From an optimization exercise on the open Yosys and OpenROAD flow, aimed at small area, a short achievable clock period and few clock cycles per item; shortcuts taken in it are not production practice. In this exercise RTL edits were held to simulation tests only and were not proved equivalent to the original.

// net_4_8_12_16_16_1_10
module net_4_8_12_16_16_1_10(clk, reset, input_valid, input_ready, input_data, output_valid, output_ready, output_data);
For scale: about 1400 flip-flops.
clock: 8.0 ns
lec_check: 0
cap_margin: 20
core_margin: 2
core_utilization: 65
place_density: 0.75
setup_slack_margin: 4.5
slew_margin: 20
run.sh (not shown) runs the stock make flow with config.mk's settings and CLKGATE_MAP_FILE= SYNTH_SCRIPT=/design/flow/synth_recipe.tcl, a recipe that flattens the netlist after the stock synthesis.
Testbench counts at the start, summed over its fixed seeds: cycles 15,672, items 960.
Then changed:
--- a/flow/design.v
+++ b/flow/design.v
@@ -6,30 +6,34 @@
     logic [3:0]  ph;           
     logic [2:0]  fvs;          
     logic [2:0]  wcnt;         
     logic        in_v;         
     logic signed [15:0] in_r;
     logic        v0, v1;       
     logic [14:0] o0, o1;       
     wire         en = ~v1;
     wire         wr = in_v && (wcnt < 3'd4) && (!fvs[0] || ph >= {1'b0, wcnt} + 4'd8);
     wire         launch = en && (ph == 4'd15);
     assign input_ready = ~in_v;
+    logic        rst_q;
+    always_ff @(posedge clk) begin
+        rst_q <= reset;
+        if (rst_q) ph <= 4'd7;
+        else if (en) ph <= ph + 4'd1;
+    end
     always_ff @(posedge clk) begin
         if (reset) begin
-            ph <= 4'd6;
             fvs <= 3'd0;
             wcnt <= 3'd0;
             in_v <= 1'b0;
         end else begin
-            if (en) ph <= ph + 4'd1;
             if (launch) fvs <= {fvs[1:0], wcnt == 3'd4};
             if (launch && wcnt == 3'd4) wcnt <= 3'd0;
             else if (wr) wcnt <= wcnt + 3'd1;
             if (in_v) in_v <= ~wr;
             else in_v <= input_valid;
         end
     end
     always_ff @(posedge clk)
         if (!in_v) in_r <= input_data;
     logic signed [15:0] x1_0;
     logic [5:0] c1_0;
@@ -847,24 +851,24 @@
     assign output_valid = v0;
     assign output_data = {1'b0, o0};
 endmodule
 module mulp(xe, c, ovf, ps, p);
     input         [17:0] xe;      
     input         [5:0]  c;
     input                ovf;
     input                ps;
     output        [16:0] p;
     wire        s = c[5];
     wire        n0 = c[5] ^ c[2];
-    wire [15:0] t1 = c[4] ? {xe[12:0], 3'b000} : c[3] ? {xe[13:0], 2'b00} : 16'd0;
-    wire [15:0] t0 = c[1] ? {xe[14:0], 1'b0} : c[0] ? xe[15:0] : 16'd0;
+    wire [15:0] t1 = ({16{c[4]}} & {xe[12:0], 3'b000}) | ({16{c[3]}} & {xe[13:0], 2'b00});    
+    wire [15:0] t0 = ({16{c[1]}} & {xe[14:0], 1'b0}) | ({16{c[0]}} & xe[15:0]);            
     wire [15:0] m;
     padd16 ad(.a(t1 ^ {16{s}}), .b(t0 ^ {16{n0}}), .ci(s), .s(m));
     assign p = ovf ? {1'b0, ps, {15{~ps}}} : {n0, m};
 endmodule
 module acc(f, fo, a, ci, g, go);
     input  signed [15:0] f;       
     input                fo;      
     input  signed [15:0] a;
     input                ci;
     output signed [15:0] g;       
     output               go;
Result:
- sequential cell count increases by 1
- routed wire length goes up by 0.31%
- non-clock buffer count is lower by 62
- critical path depth decreases by 13
- fmax climbs by 1.6%
- core utilization drops by 0.23 points
- first-iteration DRC count falls by 5.1%
- register-to-register slack improved by 0.08 ns
- die area increases by 0.34%
Testbench counts after the change, summed over its fixed seeds: cycles 15,672, items 960.

--- another note on this design; it stands on its own ---

== old ==
// net_4_8_12_16_16_1_10
module net_4_8_12_16_16_1_10(clk, reset, input_valid, input_ready, input_data, output_valid, output_ready, output_data);
clock: 8.0 ns
lec_check: 0
cap_margin: 20
core_margin: 2
core_utilization: 40
cts_cluster_diameter: 100
cts_cluster_size: 22
setup_slack_margin: 4.5
slew_margin: 20
run.sh (not shown) runs the stock make flow with config.mk's settings and CLKGATE_MAP_FILE= SYNTH_SCRIPT=/design/flow/synth_recipe.tcl, a recipe that flattens the netlist after the stock synthesis.
Testbench counts of old, summed over its fixed seeds: cycles 15,792, items 960.
What new does differently from old at the input level:
Settings: clearing CTS_CLUSTER_DIAMETER, which used to be 100; clearing CTS_CLUSTER_SIZE, which used to be 22; swapping 4.5 for 4.3 in SETUP_SLACK_MARGIN.
### Flow results
[compare] base=old new=new: number of global-route vias before repair went up by 326, number of buffers created by CTS shows an increase of about 100%, number of inserted diodes fell by 1, final instance area climbed 1.1%. new vs. old: final cycle utilization of the critical path went up by 1.3 points. Looking at old and new, the filler cell count in the final layout is a wash.

---

job 101:
net_4_8_12_16_16_1_10, a different RTL version from the one above (not shown whole).
Size: roughly 1,300 flip-flops.
Settings: LEC_CHECK=0, CAP_MARGIN=20, CORE_MARGIN=2, CORE_UTILIZATION=40, SETUP_SLACK_MARGIN=5, SLEW_MARGIN=20; clock period 8.0 ns.
Job 101 | status: complete | timing, DRC, antenna: pass
Testbench counts of job 101, summed over its fixed seeds: cycles 15,664, items 960.
Changes in job 102 relative to job 101:
Settings: changing SETUP_SLACK_MARGIN from 5 to 4.0.
Results
Looking at post-route worst setup slack, job 102 sits 0.47 ns lower than job 101 does. On number of flops mapped to enable cells by yosys, job 101 tracks job 102 almost exactly. Between job 102 and job 101, the number of cells on the critical path is higher for job 101. Wire length, job 102 vs job 101: down by more than 10%. Job 102 ended with less count of instances resized after the clock tree is built than job 101.

separate check: timing with driven ports:
The flow's constraints put no driver on any port. The routed layouts listed below were extracted and timed again, unchanged, in two steps. Step 1, drivers: a clkbuf_16 drives clk and a buf_2 each remaining input, both assumed. Step 2 moves the port delays by t, midway between the first and last clock arrival at a register: inputs arrive t later, outputs are due t later. That takes back most of the time a late clock gives input paths. Three values: ideal ports, drivers, drivers and shift; two values: the first two.
run	shift t [ns]	slack for setup (ns)	clock arrival spread, ns
the first run of note 1	0.862	4.486 / 4.464 / 3.724	0.031 / 0.032
the second run of note 1	0.871	4.541 / 4.457 / 4.569	0.047 / 0.046
old	0.821	4.476 / 4.476 / 4.431	0.063 / 0.063
new	0.897	4.370 / 4.366 / 4.370	0.043 / 0.043
job 101	0.913	4.575 / 4.575 / 4.058	0.033 / 0.033
job 102	0.903	4.107 / 4.107 / 3.355	0.036 / 0.036
After both steps every run listed still meets setup and hold. The setup slack of the first run of note 1, which loses most, moves by -0.022 ns with the drivers and by -0.762 ns with both steps.
